This design comes from an exercise in tuning for small area and a short achievable clock period on the open sky130 flow, not from production work.
No run shown here included a check of the RTL's function; only the layout flow was run.
Power figures rest on the tool's default switching activity, not on a simulated workload.

`design/flow/config.mk`:
```
export PLATFORM = sky130hd
export DESIGN_NAME = top
export DESIGN_NICKNAME = top
export VERILOG_FILES = /design/flow/design.v
export SDC_FILE = /design/flow/constraint.sdc
export NUM_CORES = 8
export LEC_CHECK = 0
export CAP_MARGIN = 20
export CORE_MARGIN = 2
export CORE_UTILIZATION = 40
export SLEW_MARGIN = 20
```
`design/flow/constraint.sdc`:
```
create_clock -name core_clock -period 14.0 [get_ports {clk}]
set_input_delay 2.8000 -clock core_clock [delete_from_list [all_inputs] [get_ports {clk}]]
set_output_delay 2.8000 -clock core_clock [all_outputs]
set_load 0.01 [all_outputs]
```
`design/flow/design.v`:
```
`timescale 1ns / 1ps
module top (
    input             clk,
    input      [15:0] x,
    input      [15:0] y,
    output reg [31:0] Q_p
);
  wire [15:0] ax, ay;
  wire        nzx, nzy;
  roba_abs absx (.v(x), .a(ax), .nz(nzx));
  roba_abs absy (.v(y), .a(ay), .nz(nzy));
  reg  [15:0] ax_r, ay_r;
  reg         s_r;
  always @(posedge clk) begin
    ax_r <= ax & {16{nzy}};
    ay_r <= ay & {16{nzx}};
    s_r  <= (x[15] ^ y[15]) & nzx & nzy;
  end
  wire [3:0]  ex, ey;
  wire [13:0] dx;
  roba_exp rx (.a(ax_r), .e(ex), .d(dx));
  roba_exp ry (.a(ay_r), .e(ey), .d());
  wire [30:0] a0 = {15'd0, ay_r};
  wire [30:0] a1 = ex[3] ? {a0[22:0], 8'd0} : a0;
  wire [30:0] a2 = ex[2] ? {a1[26:0], 4'd0} : a1;
  wire [30:0] a3 = ex[1] ? {a2[28:0], 2'd0} : a2;
  wire [30:0] A  = ex[0] ? {a3[29:0], 1'd0} : a3;
  wire [30:0] b0 = {{17{dx[13]}}, dx};
  wire [30:0] b1 = ey[3] ? {b0[22:0], 8'd0} : b0;
  wire [30:0] b2 = ey[2] ? {b1[26:0], 4'd0} : b1;
  wire [30:0] b3 = ey[1] ? {b2[28:0], 2'd0} : b2;
  wire [30:0] B  = ey[0] ? {b3[29:0], 1'd0} : b3;
  wire [30:0] Pn;
  roba_add #(.N(31)) add (.a(A), .b(B), .inv(s_r), .s(Pn));
  always @(posedge clk)
    Q_p <= {s_r, Pn};
endmodule
module roba_abs (
    input  [15:0] v,
    output [15:0] a,
    output        nz
);
  wire [15:0] c;
  wire [15:0] o;    
  roba_por #(.N(16)) por (.i(v), .o(o));
  assign c = {o[14:0], 1'b0};
  assign a  = v ^ (c & {16{v[15]}});
  assign nz = c[15] | v[15];
endmodule
module roba_exp (
    input  [15:0] a,
    output [3:0]  e,
    output [13:0] d
);
  wire [15:0] m;
  wire [15:0] ar, orr;    
  genvar j;
  generate
    for (j = 0; j < 16; j = j + 1) begin : g_r
      assign ar[j] = a[15-j];
      assign m[15-j] = (j == 0) ? 1'b0 : orr[j-1];
    end
  endgenerate
  roba_por #(.N(16)) por (.i(ar), .o(orr));
  wire [16:1] ge;
  assign ge[1]  = m[0];
  assign ge[2]  = m[1];
  generate
    for (j = 3; j < 16; j = j + 1) begin : g_ge
      assign ge[j] = m[j-1] | (a[j-1] & a[j-2]);
    end
  endgenerate
  assign ge[16] = 1'b0;
  assign e[3] = ge[8];
  assign e[2] = ge[4] & ~ge[8] | ge[12];
  assign e[1] = ge[2] & ~ge[4] | ge[6] & ~ge[8] | ge[10] & ~ge[12] | ge[14];
  assign e[0] = ge[1] & ~ge[2] | ge[3] & ~ge[4] | ge[5] & ~ge[6] | ge[7] & ~ge[8]
              | ge[9] & ~ge[10] | ge[11] & ~ge[12] | ge[13] & ~ge[14] | ge[15];
  wire [15:3] upt;
  generate
    for (j = 3; j < 16; j = j + 1) begin : g_up
      assign upt[j] = a[j-1] & a[j-2] & ~m[j-1];
    end
  endgenerate
  wire up = |upt;
  generate
    for (j = 0; j < 14; j = j + 1) begin : g_d
      assign d[j] = m[j] ? a[j] : up;
    end
  endgenerate
endmodule
module roba_por #(parameter N = 16) (
    input  [N-1:0] i,
    output [N-1:0] o
);
  localparam L = $clog2(N);
  wire [N-1:0] t [0:L];
  assign t[0] = i;
  genvar l, k;
  generate
    for (l = 0; l < L; l = l + 1) begin : lv
      for (k = 0; k < N; k = k + 1) begin : bt
        if ((k >> l) & 1) begin : op
          assign t[l+1][k] = t[l][k] | t[l][((k >> l) << l) - 1];
        end else begin : pass
          assign t[l+1][k] = t[l][k];
        end
      end
    end
  endgenerate
  assign o = t[L];
endmodule
module roba_add #(parameter N = 31) (
    input  [N-1:0] a,
    input  [N-1:0] b,
    input          inv,
    output [N-1:0] s
);
  localparam L = $clog2(N);
  wire [N-1:0] G [0:L];
  wire [N-1:0] P [0:L];
  assign G[0] = a & b;
  assign P[0] = a ^ b;
  genvar l, i;
  generate
    for (l = 0; l < L; l = l + 1) begin : lv
      for (i = 0; i < N; i = i + 1) begin : bt
        if ((i >> l) & 1) begin : op
          assign G[l+1][i] = G[l][i] | (P[l][i] & G[l][((i >> l) << l) - 1]);
          assign P[l+1][i] = P[l][i] & P[l][((i >> l) << l) - 1];
        end else begin : pass
          assign G[l+1][i] = G[l][i];
          assign P[l+1][i] = P[l][i];
        end
      end
    end
  endgenerate
  assign s = (P[0] ^ {N{inv}}) ^ {G[L][N-2:0], 1'b0};
endmodule
```
`design/flow/flow/run.sh`:
```
#!/bin/bash
# Own layout flow: the standard ORFS flow with a different ABC mapping script for synthesis,
# smaller port buffers and timing repair aimed below the clock period (a setup margin).
# Every tool's output goes to a log file in the work folder (and ORFS's own logs under orfs/logs).
set -euo pipefail
WORK=$(pwd)
FLOWDIR=$WORK/flow
source $FLOWDIR/settings.sh

cp config.mk my_config.mk
cat >> my_config.mk <<EOC
export SETUP_SLACK_MARGIN = ${SETUP_MARGIN}
export TNS_END_PERCENT = 100
export BUFFER_PORTS_ARGS = -buffer_cell ${PORT_BUF}
EOC
[ -n "${EXTRA_MK:-}" ] && printf '%s\n' "$EXTRA_MK" >> my_config.mk

# synthesis script: the standard flow's, with abc's script replaced
{
  echo "proc abc {args} {"
  echo "  set i [lsearch -exact \$args -script]"
  echo "  if {\$i >= 0} { lset args [expr {\$i + 1}] $FLOWDIR/${ABC_SCRIPT} }"
  echo "  yosys abc {*}\$args"
  echo "}"
  cat synth_recipe.tcl
} > my_synth.tcl

make -C "$FLOW_HOME" DESIGN_CONFIG=$WORK/my_config.mk WORK_HOME=$WORK/orfs CLKGATE_MAP_FILE= \
  SYNTH_SCRIPT=$WORK/my_synth.tcl finish > $WORK/make_finish.log 2>&1

RES=$WORK/orfs/results/$FLOW_PLATFORM/top/base
: # left out here: write the final layout as DEF
```
`design/flow/flow/amap.abc`:
```
strash; dch -f; amap
```
`design/flow/flow/area.abc`:
```
strash; dch -f; map -D 3000; topo; stime -p
```
`design/flow/flow/p2.abc`:
```
strash; map -a
```
`design/flow/flow/settings.sh`:
```
SETUP_MARGIN=8.5
PORT_BUF=sky130_fd_sc_hd__buf_1
ABC_SCRIPT=u2500.abc
EXTRA_MK='export ADDER_MAP_FILE ='
```
`design/flow/flow/u2500.abc`:
```
strash; dch -f; map -D 2500 -f; topo; buffer -N 8; upsize -D 2500; dnsize -D 2500; stime -p
```
`design/flow/flow/u3000.abc`:
```
strash; dch -f; map -D 3000 -f; topo; buffer -N 8; upsize -D 3000; dnsize -D 3000; stime -p
```
`design/flow/standard.sh`:
```
#!/bin/bash
# synth_recipe.tcl (not shown) runs the flow's synth.tcl, then flattens the netlist and writes it again
# the make line also repeats each setting of config.mk as NAME=value (left out here)
make -C /OpenROAD-flow-scripts/flow DESIGN_CONFIG=/design/flow/config.mk WORK_HOME=/design/flow/orfs CLKGATE_MAP_FILE= SYNTH_SCRIPT=/design/flow/synth_recipe.tcl "${@:-finish}"
```
==> flow_summary.yaml, run 1 <==
final_layout:
  fill_cells: 2088
  layout.nets: 1442
  seq_area_um2: 1301
  num_antenna_cells: 0
  drive_above_1_share_pct: 5.732
  multi_input_area_um2: 5385
  final_area_um2: 8109
  area_growth_pct: 8.197
hold_path:
  hold_start: "s_r"
  hp-class: "reg -> reg"
  whs_endpoint: "Q_p[31]"
  hold_depth: 1
die:
  rows: 50
  initial_core_util_pct: 40.47
  die_width_um: 140.9
  io_pins: 65
  coreArea_um2: 18520
  dieArea_um2: 19850
  die_height_um: 140.9
worst_setup_path:
  start_kind: "flop"
  r2r_setup_slack_ps: 9150
  r2r_end: "Q_p[19]"
  cp_cell_sequence: "nor2_1, nand2_1, nor2_2, nand3_2, nor2_4, nand2_4, nor2_4, inv_2, nor2_1, nor2_2, buf_4, inv_1, nor2_1, nand2_1, nand2_1, nand2_1, o21ai_0, nor2_1, o21ai_0, a21oi_1, a21oi_4, nor2_2, o2111ai_1, nand2_1"
  crit_path_end_kind: "flop"
  cp_top_family: "simple AND/OR/NAND/NOR gates"
  max_stage_delay_ps: 560
  crit_fanout: 27
  cp_data_arrival_time_ps: 5140
  cpMostUsedCell: "nand2_1"
  r2r_start: "ay_r[15]"
  crit_type: "reg -> reg"
  cp_slowest_cell: "inv_1"
  path_buf_inv: 3
  r2r.worst_path.cells: 24
  critical_path_required_ps: 14290
synth:
  ys_seq_area_share_pct: 17.36
  ys_ff_latch: 65
  syn_nets: 1425
  ys.flop_type: "dfxtp_1"
  synth_edf_count: 0
  synthCells: 1392
  synthArstFlopShare_pct: 0
  syn-mean-instance-area_um2: 5.384
  ys_types: 62
  syn_area_um2: 7495
  ys_warn_count: 3
grt:
  grt-ovfl-total: 0
  track_usage_pct: 21.09
  antenna_found_initial: 0
  grt_pass1_vias: 7406
  grt_first_pass_wirelength_mm: 34.74
  grt_max_degree: 38
clock_tree:
  htree_levels: 3
  clock_latency_ps: 350
  cts_resized: 0
  clk_pin_slew_worst_paths_ps: 60
  clock_path_buffers: 2
  cts_setup_buffers: 0
  cts_tree: "built"
  cts_inserted_buffers: 9
  clkSinkCount: 65
  clk_root_buffer_cell: "clkbuf_16"
  cts_hold_buf: 0
placed_design:
  hpwl_mm: 16.21
  portBuffers: 64
  gp_congestion: 0.9093
  placed_cell_area_um2: 7766
sta:
  fmax_ghz: 0.2063
  fin_setup_tns_ps: 0
  finalCritPeriodShare_pct: 34.62
  period_needed_ps: 4847
  slew_headroom_pct: 48.35
  hold_viol: 0
  drv_slew: 0
  tightest_slew_ps: 773.0
  skew_ps: 10.23
  setup_viol: 0
  rsz0062_at_grt: "no"
drt:
  drc: 0
  num_vias: 8156
  dr.pass1.iters: 5
  drt-initial-drc-count: 521
  ant_nets: 0
  wl_mm: 20.30
  post_drt_wl_per_cell_um: 12.33
  via_per_inst: 4.952
power_and_ir_drop:
  power_w: 0.001173
  power_density_nw_per_um2: 144.6
  vdd_ir_drop_max_mv: 0.05600
  p_leak_nw: 4.202
run:
  max_cap_viol_count: 0
status:
  status: "no timing/DRC/antenna violations"
## stage by stage
stage | util (%) | cells | worst slack [ps] | hold WS, ps
3_5_place_dp | 41.94 | 1632 | 8539 | 618.3
5_1_grt | 43.79 | 1647 | 8585 | 618.7
2_1_floorplan | - | 1392 | 9359 | 349.2
4_1_cts | 43.72 | 1647 | 8897 | 612.5
6_report | 43.79 | 1647 | 9153 | 610.7
3_3_place_gp | 41.94 | 1632 | 8629 | 618.1
## worst reg2reg max path, stage by stage, from the launching register on
cell and delay, ps:
dfxtp_1 330, nor2_1 130, nand2_1 90, nor2_2 120, nand3_2 110, nor2_4 140
nand2_4 80, nor2_4 300, inv_2 260, nor2_1 180, nor2_2 40, buf_4 210
inv_1 570, nor2_1 190, nand2_1 100, nand2_1 80, nand2_1 60, o21ai_0 170
nor2_1 260, o21ai_0 140, a21oi_1 300, a21oi_4 160, nor2_2 510, o2111ai_1 170
nand2_1 90
## registers in the layout, indices dropped and copies added, names as in the netlist
register	cells
Q_p	32
ax_r	16
ay_r	16
s_r	1
## cells in the mapped netlist, types with 10 or more instances
library cell | n | share of area [%]
nor2_2 | 10 | 0.83
nand2_1 | 510 | 26
o21ai_1 | 10 | 0.67
nor3_1 | 10 | 0.67
a21oi_1 | 56 | 3.7
nor2_1 | 212 | 11
dfxtp_1 | 65 | 17
nand3_1 | 83 | 5.5
o21ai_0 | 69 | 4.6
clkbuf_1 | 47 | 2.4
inv_1 | 132 | 6.6
xor2_1 | 57 | 6.7
## logic make-up after synthesis
| logic type | share of synthesized area [%] |
|---|---|
| mux | 0.6678 |
| simple gates | 48.16 |
| buf+inv | 10.95 |
| flops | 17.36 |
| xor+xnor | 7.129 |
| compound gates | 15.73 |
## how the worst max path moves through the flow
stage	depth (start not counted)	endpoint	startpoint	slack (ps)
global route	24	Q_p[19]	ay_r[15]	8580
global placement	15	ay_r[14]	x[1]	8630
detailed placement	15	ay_r[5]	x[0]	8540
CTS	15	ay_r[5]	x[1]	8900
finish	24	Q_p[19]	ay_r[15]	9150
floorplan	15	ay_r[13]	x[1]	9360
## power breakdown
part | leakage [nW] | switching (W) | total, W | internal [W]
clock network | 0.158 | 0.0000886 | 0.000253 | 0.000165
logic | 3.50 | 0.000445 | 0.000663 | 0.000218
registers | 0.548 | 0.0000181 | 0.000257 | 0.000238
## final cells by class
class,instances,share of cell area (%)
clock buffer,11,3.117
clock inverter,4,0.9412
inverter,136,6.357
multi-input combinational,1127,66.41
sequential,65,16.05
tap,234,3.611
timing repair buffer,70,3.518
## metal layers
layer / GRT usage, % / routed length [um] / vias to the layer above
met3: 3.499 / 773 / 37
met2: 32.91 / 8742 / 162
met1: 29.30 / 10260 / 3569
met4: 7.684 / 521 / 0
met5: 0 / 0 / -
li1: - / - / 4388
## cells in the final DEF, fill, tap and decap left out, drive strengths merged, types with 11 or more instances in the layout
cell,instances
inv,134
a21oi,59
xor2,57
nand2,518
nand3,88
o21ai,81
clkbuf,11
buf,70
nor2,228
dfxtp,65
==> inputs of run 2 (changes only) <==
==> design/flow/flow/settings.sh (replaced) <==
SETUP_MARGIN=8
PORT_BUF=sky130_fd_sc_hd__buf_1
ABC_SCRIPT=u3000.abc
EXTRA_MK='export ADDER_MAP_FILE ='
==> run 2 against run 1 <==
  * Routed wire length shrank 12%
  * Sequential cell count is the same
  * Hold slack lost 240 ps
  * Core utilization grew 0.70 points
  * Power shrank 6.6%
  * Largest cell class unchanged
  * Highest routed layer unchanged
==> flow_summary.yaml, run 2 <==
clock_tree:
  cts_hold_buf: 0
  clk_root_buffer_cell: "clkbuf_16"
  cts_tree: "built"
  cts_resized: 0
  clock_latency_ps: 350
  htree_levels: 3
  cts_setup_buffers: 0
  clkSinkCount: 65
  clk_pin_slew_worst_paths_ps: 50
  clock_path_buffers: 2
  cts_inserted_buffers: 9
drt:
  drc: 0
  dr.pass1.iters: 5
  post_drt_wl_per_cell_um: 11.57
  num_vias: 7194
  wl_mm: 17.79
  ant_nets: 0
  via_per_inst: 4.681
  drt-initial-drc-count: 371
die:
  die_height_um: 137.7
  dieArea_um2: 18960
  die_width_um: 137.7
  rows: 48
  coreArea_um2: 17360
  initial_core_util_pct: 41.19
  io_pins: 65
sta:
  setup_viol: 0
  setup_slack_ps: 8899
  skew_ps: 14.14
  fin_setup_tns_ps: 0
  slew_headroom_pct: 36.41
  rsz0062_at_grt: "no"
  fmax_ghz: 0.1961
  drv_slew: 0
  hold_viol: 0
  finalCritPeriodShare_pct: 36.43
  holdWs_ps: 371.3
  tightest_slew_ps: 952.7
  period_needed_ps: 5101
synth:
  ys_warn_count: 3
  ys_seq_area_share_pct: 18.20
  syn-mean-instance-area_um2: 5.529
  synth_edf_count: 0
  synthMuxAreaShare_pct: 0.4200
  synthCells: 1293
  ys_ff_latch: 65
  synth_top_family_by_area: "simple AND/OR/NAND/NOR gates"
  yosysTopAreaCellShare_pct: 23.21
  ys_types: 61
  syn_nets: 1326
  syn_area_um2: 7149
  synth.largest_area_cell: "nand2_1"
  synth_compound_area_share_pct: 12.71
  synthArstFlopShare_pct: 0
  yosysMostFrequentCell: "nand2_1"
  synth-xor-area-share_pct: 10.75
  synthSimpleGateAreaFrac_pct: 47.53
  synth_top_cells_by_count: "nand2_1, nor2_1, inv_1"
  ys.flop_type: "dfxtp_1"
  synthAdderAreaFrac_pct: 0
  synthTopCellsByArea: "nand2_1, dfxtp_1, nor2_1"
final_layout:
  area_growth_pct: 8.015
  largest_reg_flops: 32
  largestRegisters: "Q_p (32), ax_r (16), ay_r (16)"
  layout.nets: 1341
  layout.cells.most_common: "nand2_1"
  finalNonFillerCells: 1537
  num_antenna_cells: 0
  drive_above_1_share_pct: 7.088
  layout_common_cells: "nand2_1, nor2_1, inv_1"
  regMostFlops: "Q_p"
grt:
  grt_pass1_vias: 6202
  busiest_layer: "met2"
  grt_first_pass_wirelength_mm: 29.83
  grt-ovfl-total: 0
  grt_max_degree: 36
  use_met3_pct: 2.281
  grtUsageMet2_pct: 30.43
  antenna_found_initial: 0
  track_usage_pct: 19.60
  use_met1_pct: 27.97
worst_setup_path:
  crit_type: "in -> reg"
  cp_data_arrival_time_ps: 5290
  critical_path_required_ps: 14190
  crit_path_end_kind: "flop"
  start_kind: "input pin"
  crit_fanout: 16
placed_design:
  portBuffers: 64
  hpwl_mm: 14.48
  dp_cells: 1522
  gp_congestion: 0.9208
  dp_slack_ps: 8548
run:
  max_cap_viol_count: 0
status:
  status: "no timing/DRC/antenna violations"
power_and_ir_drop:
  power_density_nw_per_um2: 141.9
  p_leak_nw: 3.877
  vdd_ir_drop_max_mv: 0.09668
hold_path:
  hp-class: "reg -> reg"
## run 2: changes by cell type in the layout (fill, tap and decap cells not counted), sizes merged, moves of 8 or more
cell,before,now
inv,134,119
nand2,518,455
nor3,10,18
or2,8,27
o21ai,81,92
a21oi,59,40
xor2,57,75
nand3,88,46
## run 2: path summary, 6_finish.rpt
check                 from  endpoint  slack, ps  cells after the start
setup / recovery      y[1]  ax_r[13]       8900                     15
hold / removal         s_r   Q_p[31]        370                      0
setup reg to reg  ax_r[14]   Q_p[22]       8920                     23
hold reg to reg        s_r   Q_p[31]        370                      0
## run 2: cell families after synthesis
family,after synthesis
and+or+nand+nor,796
muxes,3
buffers and inverters,184
xor gates and xnor gates,86
AOI/OAI and AO/OA,159
DFF,65
## run 2: report_power, final
part,switching (W),internal (W)
Combinational,0.000386,0.000210
Sequential,0.0000182,0.000240
Clock,0.0000819,0.000159
Total,0.000486,0.000610
## run 2: layout make-up
| cell class | instances | area [um2] |
|---|---|---|
| clock buffers | 12 | 246.5 |
| clock inverters | 3 | 65.06 |
| fillers | 2000 | 9634 |
| inverters | 120 | 450.4 |
| multi-input cells | 1044 | 5107 |
| flip-flops and latches | 65 | 1301 |
| well taps | 225 | 281.5 |
| repair buffers | 68 | 270.3 |
## run 2: routing by layer
layer,part of all wire (%),up-vias
met3,4.1,22
met1,52,3010
met2,42,147
met5,0,-
li1,-,4015
met4,2.1,0
## run 2: metrics by stage
step,cell area [um2],total power [W],utilization [%]
6_report,7722,0.001096,44.49
5_1_grt,7722,0.001204,44.49
4_1_cts,7722,0.001105,44.49
3_5_place_dp,7411,0.0008610,42.70
3_3_place_gp,7411,0.0008550,42.70
2_1_floorplan,7149,0.0007459,-
## run 2: critical path, stage by stage
cell and delay (ps):
buf_1 90, nor2_1 140, nand2_1 90, nor2_1 140, nand2_1 110, nor2_1 170, nand2_1 90, nor2_1 220
nand3_1 130, nor2_1 150, nand2_1 80, nor2_1 120, nand2_1 130, nor2_1 720, nor2_1 110
==> inputs of run 3 (changes only) <==
==> design/flow/flow/settings.sh (replaced) <==
SETUP_MARGIN=9.5
PORT_BUF=sky130_fd_sc_hd__buf_1
ABC_SCRIPT=amap.abc
EXTRA_MK='export ADDER_MAP_FILE ='
==> run 3 against run 2 <==
  * Worst setup slack gained 69 ps
  * Design area increased by 20%
  * Largest power group unchanged
  * Critical endpoint is now Q_p[27]
  * Cell count decreased by 18%
==> flow_summary.yaml, run 3 <==
clock_tree:
  cts_inserted_buffers: 9
  htree_levels: 3
  clkSinkCount: 65
  clock_latency_ps: 340
  cts_tree: "built"
  cts_hold_buf: 0
  clk_root_buffer_cell: "clkbuf_16"
  clock_path_buffers: 2
  clk_pin_slew_worst_paths_ps: 50
placed_design:
  portBuffers: 64
  hpwl_mm: 11.62
  gp_congestion: 0.9770
  placed_cell_area_um2: 6141
worst_setup_path:
  cp_data_arrival_time_ps: 5300
  crit_type: "reg -> reg"
  cp-startpoint: "ax_r[15]"
  cp_slowest_cell: "or3_4"
  r2r_setup_slack_ps: 8970
  start_kind: "flop"
  max_stage_delay_ps: 480
  critical_path_required_ps: 14270
  crit_fanout: 8
  crit_path_end_kind: "flop"
  r2r_start: "ax_r[15]"
power_and_ir_drop:
  p_leak_nw: 3.260
  vdd_ir_drop_max_mv: 0.06109
  power_density_nw_per_um2: 108.9
sta:
  finalCritPeriodShare_pct: 35.94
  hold_viol: 0
  drv_slew: 0
  setup_viol: 0
  slew_headroom_pct: 24.31
  skew_ps: 7.450
  fin_setup_tns_ps: 0
  tightest_slew_ps: 1128
  period_needed_ps: 5032
  rsz0062_at_grt: "yes"
  fmax_ghz: 0.1987
synth:
  synthSimpleGateAreaFrac_pct: 25.81
  synth_edf_count: 0
  synthArstFlopShare_pct: 0
  syn_nets: 876
  synth-xor-area-share_pct: 0.1628
  synth.largest_area_cell: "dfxtp_1"
  yosysTopAreaCellShare_pct: 24.19
  syn_area_um2: 5380
  synthAdderAreaFrac_pct: 0
  synth_top_family_by_area: "compound AO/OA/AOI/OAI gates"
  synthMuxAreaShare_pct: 0
  ys_ff_latch: 65
  synth_top_cells_by_count: "nor2_1, nand2_1, o21ai_0"
  synthTopCellsByArea: "dfxtp_1, nor2_1, o22ai_1"
  ys.flop_type: "dfxtp_1"
  synth_compound_area_share_pct: 45.16
  ys_types: 40
  ys_seq_area_share_pct: 24.19
  ys_warn_count: 3
  synthCells: 843
  yosysMostFrequentCell: "nor2_1"
  syn-mean-instance-area_um2: 6.382
final_layout:
  fill_cells: 1019
  largestRegisters: "Q_p (32), ax_r (16), ay_r (16)"
  drive_above_1_share_pct: 38.35
  multi_input_area_um2: 5393
  area_growth_pct: 71.84
  final_area_um2: 9245
  layout.nets: 1110
  layout.cells.most_common: "nor2_1"
  seq_area_um2: 1306
  regMostFlops: "Q_p"
  num_antenna_cells: 0
  largest_reg_flops: 32
  layout_common_cells: "nor2_1, buf_4, nand2_1"
grt:
  track_usage_pct: 26.97
  grt-ovfl-total: 0
  grt_first_pass_wirelength_mm: 31.87
  grt_max_degree: 39
  antenna_found_initial: 0
  grt_pass1_vias: 6537
die:
  dieArea_um2: 14390
  die_height_um: 120.0
  coreArea_um2: 13190
  io_pins: 65
  initial_core_util_pct: 40.79
  rows: 42
  die_width_um: 120.0
drt:
  dr_wl_met3_mm: 1.489
  drt-initial-drc-count: 816
  via_per_inst: 6.018
  m1WireLength_mm: 8.895
  post_drt_wl_per_cell_um: 17.00
  ant_nets: 0
  drc: 0
  wl_mm: 21.39
  dr_wl_met2_mm: 10.10
  topRoutingLayerUsed: "met4"
  dr.pass1.iters: 6
  num_vias: 7571
hold_path:
  hp-class: "reg -> reg"
  hold_start: "s_r"
run:
  max_cap_viol_count: 0
status:
  status: "no timing/DRC/antenna violations"
-- run 3: changes by cell type in the layout (fill, tap and decap cells not counted), sizes merged, moves of 41 or more --
cell / delta
clkinv: +62
o22a: +53
nand2: -367
buf: +142
o22ai: +80
nor2: -41
inv: -112
xor2: -75
-- run 3: through the flow --
step / worst slack [ps] / utilization [%] / instances / power, W / hold WS, ps
3_5_place_dp: 7622 / 46.56 / 1087 / 0.0005596 / 616.2
3_3_place_gp: 7651 / 46.56 / 1087 / 0.0005600 / 615.6
5_1_grt: 8764 / 70.09 / 1258 / 0.001062 / 640.7
2_1_floorplan: 8839 / - / 843 / 0.0004799 / 624.0
6_report: 8968 / 70.09 / 1258 / 0.001007 / 625.0
4_1_cts: 9104 / 62.20 / 1208 / 0.0009343 / 617.9
-- run 3: layer usage --
layer	vias up	track usage [%]
li1	3686	-
met1	3481	35.47
met2	330	44.21
met3	74	4.040
met4	0	10.74
met5	-	0
-- run 3: path summary, 6_finish.rpt --
path / to / depth (start not counted)
setup / recovery: Q_p[27] / 33
hold / removal: Q_p[31] / 1
setup reg to reg: Q_p[27] / 33
hold reg to reg: Q_p[31] / 1
-- run 3: repair_timing --
action / 4_1_cts / 5_1_grt
pin swaps: 62 / 44
gates cloned: 8 / 5
resized for setup: 209 / 149
setup buffers: 97 / 45
setup endpoints to repair: 62 / 57
-- run 3: kinds of logic (layout without fill, tap and decap cells) --
| group | Yosys count | after routing |
|---|---|---|
| compound gates | 375 | 379 |
| xor+xnor | 1 | 1 |
| buf+inv | 67 | 300 |
| flops | 65 | 65 |
| simple gates | 335 | 337 |
-- run 3: power by group --
group	switching [W]	internal (W)	total (W)
clock	0.0000818	0.000156	0.000238
sequential	0.0000171	0.000223	0.000240
combinational	0.000310	0.000219	0.000529
-- run 3: critical path: cells and delay by family, from the launching register on --
kind,cells,cell delay (ps)
AO/OA/AOI/OAI,12,1850
buffers and inverters,7,800
flip-flops,1,340
AND/OR/NAND/NOR,14,1930
-- run 3: cell type report --
cell class,instances,area share [%]
clock inverters,3,0.7037
multi-input cells,717,58.33
repair inverters,3,0.3113
clock buffers,13,2.598
well taps,176,2.382
inverters,67,3.735
repair buffers,214,17.81
flip-flops and latches,65,14.13

[what the ideal ports hide]
Ports are ideal in the flow. The routed layouts listed here were re-timed in OpenROAD.
Step 1 sets driving cells, clkbuf_16 on the clock port and buf_2 on the other inputs (assumed; they add their load-dependent delay and slew).
Step 2 also shifts input and output timing later by t, the mid clock arrival at the registers, as if the neighbouring blocks saw the same clock.
Slacks: no drivers / after step 1 / after step 2; pairs: no drivers / after step 1.
run	t (ns)	slack for setup (ns)	worst slew at a driven data input, ns
run 1	0.389	9.153 / 9.153 / 8.829	0.03
run 2	0.383	8.899 / 8.918 / 8.539	0.03
run 3	0.373	8.968 / 8.968 / 8.647	0.05
After both steps setup and hold are still met in every run listed. For run 2, which loses most, drivers alone change the setup slack by +0.019 ns; drivers and shift together by -0.360 ns.
